Background: an optimization exercise with open tools, aiming at small area. Do not read the settings as production practice.
Function was checked by simulation only, so behaviour that the tests miss may differ from the original.

==> flow/design.v, too long to show whole: its modules and the start of the top module <==
// module cordic_sin_cos: 2396 lines
// module cordic_dds: 173 lines
module cordic_dds (
  input             clk,
  input             rst_n,
  input             cfg_vld,
  input      [31:0] cfg_freq_word,
  input      [31:0] cfg_phase_word,
  output reg        sig_vld_o,
  output     [15:0] sin_o,
  output     [15:0] cos_o
);
  // ...
==> flow/flow/run.sh <==
#!/bin/bash
# Layout flow: the standard ORFS flow (standard.sh), with these changes:
#  - Yosys's synth runs without its internal "abc -fast" (SYNTH_ARGS=-noabc), so the
#    full adders are extracted from the RTL's own ripple-carry structure, without the
#    inverters that the early ABC pass's polarity choices leave around them;
#  - clock tree synthesis uses clkbuf_4 buffers and inserts no dummy loads;
#  - the port buffers are buf_1 cells.
# Everything else (floorplan, power grid, tap cells, placement, routing, repair) is the
# standard flow. The full output of the ORFS run is in standard.log beside this script's
# work folder, and each ORFS step keeps its own log under orfs/logs/.
set -o pipefail
bash standard.sh \
  SYNTH_ARGS=-noabc \
  "CTS_ARGS=-sink_clustering_enable -repair_clock_nets -dont_use_dummy_load -buf_list sky130_fd_sc_hd__clkbuf_4 -sink_clustering_size 10 -sink_clustering_max_diameter 50" \
  "BUFFER_PORTS_ARGS=-buffer_cell sky130_fd_sc_hd__buf_1" \
  finish > standard.log 2>&1
==> flow/standard.sh <==
#!/bin/bash
# synth_recipe.tcl (not shown) runs the flow's synth.tcl, then flattens the netlist and writes it again
# the make line also repeats each setting of config.mk as NAME=value (left out here)
make -C /OpenROAD-flow-scripts/flow DESIGN_CONFIG=/design/flow/config.mk WORK_HOME=/design/flow/orfs CLKGATE_MAP_FILE= SYNTH_SCRIPT=/design/flow/synth_recipe.tcl "${@:-finish}"
==> flow/config.mk <==
export PLATFORM = sky130hd
export DESIGN_NAME = cordic_dds
export DESIGN_NICKNAME = cordic_dds
export VERILOG_FILES = /design/flow/design.v
export SDC_FILE = /design/flow/constraint.sdc
export NUM_CORES = 4
export LEC_CHECK = 0
export CAP_MARGIN = 20
export CORE_MARGIN = 2
export CORE_UTILIZATION = 55
export SLEW_MARGIN = 20
==> flow/constraint.sdc <==
create_clock -name core_clock -period 5.0 [get_ports {clk}]
set_input_delay 1.0000 -clock core_clock [delete_from_list [all_inputs] [get_ports {clk}]]
set_output_delay 1.0000 -clock core_clock [all_outputs]
set_load 0.01 [all_outputs]
==> results.toml, run 1 <==
[worst_setup_path]
end_kind = "register"
required_ns = 5.81
path_delay_family = "adder cells"
critPathKind = "register to register"

[finish]
largest_class = "multi-input combinational cells"
clk_share_pct = 1.770
inverters = 71
diodes = 2
multi_input_cells = 2533
utilization_pct = 58.32
n_fill_cell = 5828

[yosys]
syn_inst = 3532
synth_compound_area_share_pct = 9.479
synth.mux.area_fraction_pct = 1.830
synth_xor_area_share_pct = 16.20
ys.flop_type = "dfxtp_1"
synth-edff-count = 0

[grt]
grt_pass1_vias = 26080
grt_pass1_wl_mm = 144.9
antenna_found_initial = 4
track_usage_pct = 26.22
busiest_layer = "met2"

[routing]
firstDrtPassIters = 7
wl_met3_mm = 5.189
topRoutingLayerUsed = "met4"

[sta]
post-route-period-util_pct = 95.07
fmax_ghz = 0.2104
finalSetupViolCount = 0
max-slew-margin-rel_pct = 18.45

[run_status]
status = "timing/DRC/antenna clean"

[clock_tree]
root_buffer = "clkbuf_4"

[flow_run]
maxCapViolCount = 0

[floorplan]
die_h_um = 266.2
start_util_pct = 55.33
==> run 2, diff against run 1 <==
--- a/flow/config.mk
+++ b/flow/config.mk
@@ -7,5 +7,6 @@
 export LEC_CHECK = 0
+export ABC_AREA = 1
 export CAP_MARGIN = 20
 export CORE_MARGIN = 2
-export CORE_UTILIZATION = 55
+export CORE_UTILIZATION = 65
 export SLEW_MARGIN = 20
==> run 2 against run 1 <==
Final cell count is 3.0% higher; still clean on timing, DRC and antenna; worst hold slack better by 0.030 ns; via count is 4.8% lower; critical path type unchanged; utilization is 11 points higher; register-to-register slack better by 0.09 ns; global-route usage is 1.3 points higher; design area is 2.4% lower.
==> results.toml, run 2 <==
[worst_setup_path]
required_ns = 5.74
crit_arrival_ns = 5.41
crit_path_max_fanout = 4
critPathLaunchType = "register"
end_kind = "register"
critPathKind = "register to register"

[clock_tree]
clkTransAtPathRegs_ns = 0.10
clock_path_buffers = 3
numCtsBuffers = 88
holdBufCountCts = 0
root_buffer = "clkbuf_4"
cts_setup_buffers = 0
htree_levels = 3
numClockSinks = 746
worstSkewPairLatency_ns = 0.86
post_cts_resized = 0
cts_tree = "built"

[sta]
min_period_ns = 4.668
hold_ws_ns = 0.2183
hold_violations = 0
max-slew-margin-rel_pct = 33.41
rsz0062_at_grt = "no"
finalMaxSlewViolations = 0
post-route-period-util_pct = 93.36
tns_ns = 0
fmax_ghz = 0.2142
setup_ws_ns = 0.3320
worst_slew_pin_slew_ns = 0.9939
finClkSkew_ns = 0.1228
finalSetupViolCount = 0

[finish]
top_regs = "add_freq_wd x32, phase_accum x32"
n_fill_cell = 4353
area_growth_syn_to_layout_pct = 5.000
nNetsFinal = 4344
fin_area_um2 = 38910
regArea_um2 = 15300
multi_input_area_um2 = 19940
drive_above_1_share_pct = 5.735
final_cell_mix = "dfxtp_1, nand2_1, xor2_1, inv_1, fa_1"
layout_commonest_cell = "dfxtp_1"

[grt]
gr-total-overflow = 0
antenna_found_initial = 2
track_usage_pct = 27.54
grt_pass1_vias = 25870
grt_max_degree = 77
grt_pass1_wl_mm = 130.6

[routing]
drt_iter0_markers = 1180
drc = 0
viasPerCell = 5.262
drt-wirelength-per-cell_um = 16.89
drtAntennaViolNets = 0
firstDrtPassIters = 5
vias = 24360
wirelength_mm = 78.21

[floorplan]
core-area_um2 = 56390
fp.dieW_um = 242.8
start_util_pct = 65.72
die_area_um2 = 58940
ios = 100
placementRows = 87
die_h_um = 242.8

[run_status]
status = "timing/DRC/antenna clean"

[yosys]
synth_top_area_share_pct = 36.52
yosysUniqueCellTypes = 65
synth.top_cells.by_area = "dfxtp_1, fa_1, xor2_1, nand2_1, xnor2_1"
synth-edff-count = 0
yosys_warnings = 2
synth_commonest_cells = "dfxtp_1, nand2_1, xor2_1, inv_1, fa_1"
yosysMostFrequentCell = "dfxtp_1"
yosys.area.top_type = "dfxtp_1"
ys.flop_type = "dfxtp_1"
synth.avg_cell_area_um2 = 9.920
ys_seq_area_share_pct = 41.28
syn_inst = 3736
synthesis.nets = 4207
syn-cell-area_um2 = 37060
ys_ff_latch = 746
ys_async_sr_fraction_pct = 9.383

[place]
dpl_cell_area_um2 = 38240
dp_hpwl_mm = 61.66
io_buffers = 99
dp_slack_ns = 0.2724
place.gp.congestion = 0.9762

[min_path]
hp-class = "input pin to asynchronous set/reset pin"

[flow_run]
maxCapViolCount = 0
run 2: cell type report:
| type | count | share of cell area, % |
|---|---|---|
| tap | 756 | 2.431 |
| clock buffer | 88 | 1.698 |
| antenna | 2 | 0.01286 |
| multi-input combinational | 2521 | 51.23 |
| sequential | 746 | 39.32 |
| timing repair buffer | 129 | 1.572 |
| inverter | 387 | 3.740 |
run 2: path summary, 6_finish.rpt:
check | startpoint | endpoint | slack (ns) | cells past startpoint
min in group core_clock | cfg_freq_word[1] | add_freq_wd[1]$_DFFE_PN1P_ | 0.30 | 3
max in group asynchronous | rst_n | add_freq_wd[30]$_DFFE_PN0P_ | 3.81 | 2
hold / removal | rst_n | pro_cnt[1]$_DFFE_PN0P_ | 0.22 | 1
setup reg to reg | u_cordic.d_9_r10$_DFF_P_ | u_cordic.y_9[16]$_DFF_P_ | 0.33 | 17
hold reg to reg | u_cordic.z_0[16]$_DFF_P_ | u_cordic.z_1[16]$_DFF_P_ | 0.32 | 0
setup / recovery | u_cordic.d_9_r10$_DFF_P_ | u_cordic.y_9[16]$_DFF_P_ | 0.33 | 17
run 2: kinds of logic (layout without fill, tap and decap cells):
kind of cell / Yosys count / in the layout / share of synthesized area, %
adders and majority gates: 404 / 404 / 19.37
DFF: 746 / 746 / 41.28
buffers and inverters: 469 / 604 / 4.956
muxes: 6 / 6 / 0.1688
and+or+nand+nor: 1131 / 1131 / 13.14
xor gates and xnor gates: 687 / 687 / 16.46
AOI/OAI and AO/OA: 293 / 293 / 4.625
other: 0 / 2 / 0
run 2: metrics by stage:
step,cells,utilization (%)
after floorplan,3736,-
after global placement,4539,67.81
after detailed placement,4539,67.81
after CTS,4627,68.98
after global routing,4628,69.01
final,4629,69.01
run 2: metal layers:
metal | global-route usage, % | routed length [um] | up-vias
met4 | 10.97 | 2714 | 2
li1 | - | - | 11910
met1 | 33.73 | 32410 | 11730
met5 | 0 | 13 | -
met3 | 3.538 | 2859 | 176
met2 | 49.29 | 40210 | 541
run 2: worst max-delay path: stages (launching register included):
cell      delay (ns)
dfxtp_1         0.46
xor2_1          0.14
fa_1            0.46
fa_1            0.42
fa_1            0.42
fa_1            0.43
fa_1            0.44
nand3_1         0.12
nor2_1          0.07
nand2_1         0.09
o21bai_1        0.09
fa_1            0.42
xnor2_1         0.18
nor3_1          0.30
nand2_1         0.15
nor2_1          0.18
nand2_1         0.09
xnor2_1         0.13
==> run 3, diff against run 2 <==
--- a/flow/config.mk
+++ b/flow/config.mk
@@ -7,3 +7,2 @@
 export LEC_CHECK = 0
-export ABC_AREA = 1
 export CAP_MARGIN = 20
==> run 3 against run 2 <==
Die area increased by 2.0%; worst hold slack worse by 0.027 ns; area after synthesis grew 2.0%; first-iteration DRC count grew 68%; critical path type unchanged; highest routed layer is now met4.
==> results.toml, run 3 <==
[place]
dp_cells = 4276
io_buffers = 99
place.gp.congestion = 0.9834
dp_hpwl_mm = 68.88
dp_slack_ns = -0.0001221

[finish]
final_cell_mix = "dfxtp_1, xnor2_1, xor2_1, fa_1, nand2_1"
fin_cells = 4367
top_regs = "add_freq_wd x32, phase_accum x32"
drive_above_1_share_pct = 7.588
layout_commonest_cell = "dfxtp_1"
area_growth_syn_to_layout_pct = 4.791
regArea_um2 = 15320
multi_input_area_um2 = 21580
utilization_pct = 68.82
n_fill_cell = 4345
nNetsFinal = 4071

[yosys]
ys_async_sr_fraction_pct = 9.383
yosys_warnings = 2
synth.avg_cell_area_um2 = 10.71
synth_top_area_share_pct = 35.78
synth-edff-count = 0
synth.top_cells.by_area = "dfxtp_1, fa_1, xnor2_1, xor2_1, ha_1"
yosysMostFrequentCell = "dfxtp_1"
ys_seq_area_share_pct = 40.45
synth_commonest_cells = "dfxtp_1, xnor2_1, xor2_1, fa_1, nand2_1"
ys_ff_latch = 746
syn-cell-area_um2 = 37820
yosys.area.top_type = "dfxtp_1"
syn_inst = 3532
synthesis.nets = 4003
ys.flop_type = "dfxtp_1"
yosysUniqueCellTypes = 86

[worst_setup_path]
cpPeakStageDelay_ns = 0.51
required_ns = 5.80
crit_arrival_ns = 5.57
ff2ff_setup_slack_ns = 0.23
crit_buf_inv = 0
cp_common_cell = "fa_2"
critPathLaunchType = "register"
path_delay_family = "adder cells"
crit_path_cell_trace = "xor2_1 -> fa_2 -> fa_2 -> fa_2 -> fa_2 -> fa_1 -> and3_4 -> a41o_1 -> fa_2 -> or4_1 -> nor3_1 -> a31oi_1 -> a21o_1 -> nor3b_2 -> xor2_1"
end_kind = "register"
slowest_stage = "or4_1"
crit_path_max_fanout = 8
critPathKind = "register to register"

[min_path]
hp-class = "input pin to asynchronous set/reset pin"

[clock_tree]
clock_path_buffers = 3
holdBufCountCts = 0
numCtsBuffers = 87
cts_tree = "built"
post_cts_resized = 1
numClockSinks = 746
cts_setup_buffers = 0
htree_levels = 3
worstSkewPairLatency_ns = 0.87
clkTransAtPathRegs_ns = 0.11
root_buffer = "clkbuf_4"

[routing]
drc = 0
viasPerCell = 5.917
drt_iter0_markers = 1988
vias = 25840
firstDrtPassIters = 6
drt-wirelength-per-cell_um = 20.80
wirelength_mm = 90.83
drtAntennaViolNets = 0

[floorplan]
start_util_pct = 65.67
die_h_um = 245.2
fp.dieW_um = 245.2
die_area_um2 = 60130
placementRows = 88
core-area_um2 = 57590
ios = 100

[sta]
finClkSkew_ns = 0.09221
finalMaxSlewViolations = 0
finalSetupViolCount = 0
fmax_ghz = 0.2097
min_period_ns = 4.769
worst_slew_pin_slew_ns = 1.072
post-route-period-util_pct = 95.38
tns_ns = 0
hold_violations = 0
setup_ws_ns = 0.2312
max-slew-margin-rel_pct = 27.61
rsz0062_at_grt = "no"

[grt]
antenna_found_initial = 5
gr-total-overflow = 0
grt_pass1_vias = 26730
grt_max_degree = 78
track_usage_pct = 30.81
grt_pass1_wl_mm = 145.1

[flow_run]
maxCapViolCount = 0

[run_status]
status = "timing/DRC/antenna clean"
## run 3: metal layers
layer	GRT usage, %	share of wire, %	wire, um	vias to the layer above
met5	0	0	0	-
met4	12.02	4.2	3809	0
met3	5.511	6.0	5492	213
met2	49.25	46	42000	842
met1	41.84	44	39530	12680
li1	-	-	-	12100
## run 3: cell type report
class | instances | area share (%)
Antenna cell | 4 | 0.02526
Clock buffer | 87 | 1.648
Inverter | 71 | 0.6725
Multi-Input combinational cell | 2533 | 54.46
Sequential cell | 746 | 38.65
Tap cell | 765 | 2.415
Timing Repair Buffer | 161 | 2.128
## run 3: final timing paths
check                                              start                           to  depth (start not counted)
max in group asynchronous                          rst_n  add_freq_wd[22]$_DFFE_PN1P_                          2
min in group core_clock          u_cordic.d_3_r5$_DFF_P_      u_cordic.d_3_r6$_DFF_P_                          0
worst max register to register  u_cordic.d_9_r10$_DFF_P_     u_cordic.y_9[18]$_DFF_P_                         15
worst max-delay path            u_cordic.d_9_r10$_DFF_P_     u_cordic.y_9[18]$_DFF_P_                         15
worst min-delay path                               rst_n       pro_cnt[4]$_DFFE_PN0P_                          1
worst min register to register   u_cordic.d_3_r5$_DFF_P_      u_cordic.d_3_r6$_DFF_P_                          0
## run 3: metrics by stage
stage / cell area (um2) / hold WS, ns
2_1_floorplan: 37860 / 0.3096
3_3_place_gp: 38930 / 0.3112
3_5_place_dp: 38930 / 0.3143
4_1_cts: 39590 / 0.1366
5_1_grt: 39630 / 0.1588
6_report: 39630 / 0.1910
## run 3: cell families after synthesis
kind of cell	Yosys count	share of synthesized area (%)
flops	746	40.45
buf+inv	253	2.610
mux	63	1.830
simple gates	792	10.44
fa+ha+maj	404	18.98
xor+xnor	698	16.20
compound gates	576	9.479

==> port drivers added, routing unchanged <==
In the flow no input, the clock included, has a driving cell. The finished layouts below were timed again as built, in two steps.
Step 1 assumes that a clkbuf_16 drives the clock port and a buf_2 every other input.
Step 2 moves the port delays by t, midway between the first and last clock arrival at a register: inputs arrive t later, outputs are due t later. That takes back most of the time a late clock gives input paths.
Slacks: ideal ports / drivers / drivers and shift; pairs: ideal ports / drivers.
run | t, ns | setup WS [ns] | worst setup path at the end | clock arrival spread, ns | cell pins on the clock port's net
run 1 | 0.877 | 0.246 / 0.246 / 0.246 | register to register | 0.104 / 0.105 | 1
run 2 | 0.849 | 0.332 / 0.332 / 0.332 | register to register | 0.150 / 0.151 | 1
run 3 | 0.874 | 0.231 / 0.231 / 0.231 | register to register | 0.116 / 0.116 | 1
After both steps setup and hold are still met in every run listed.
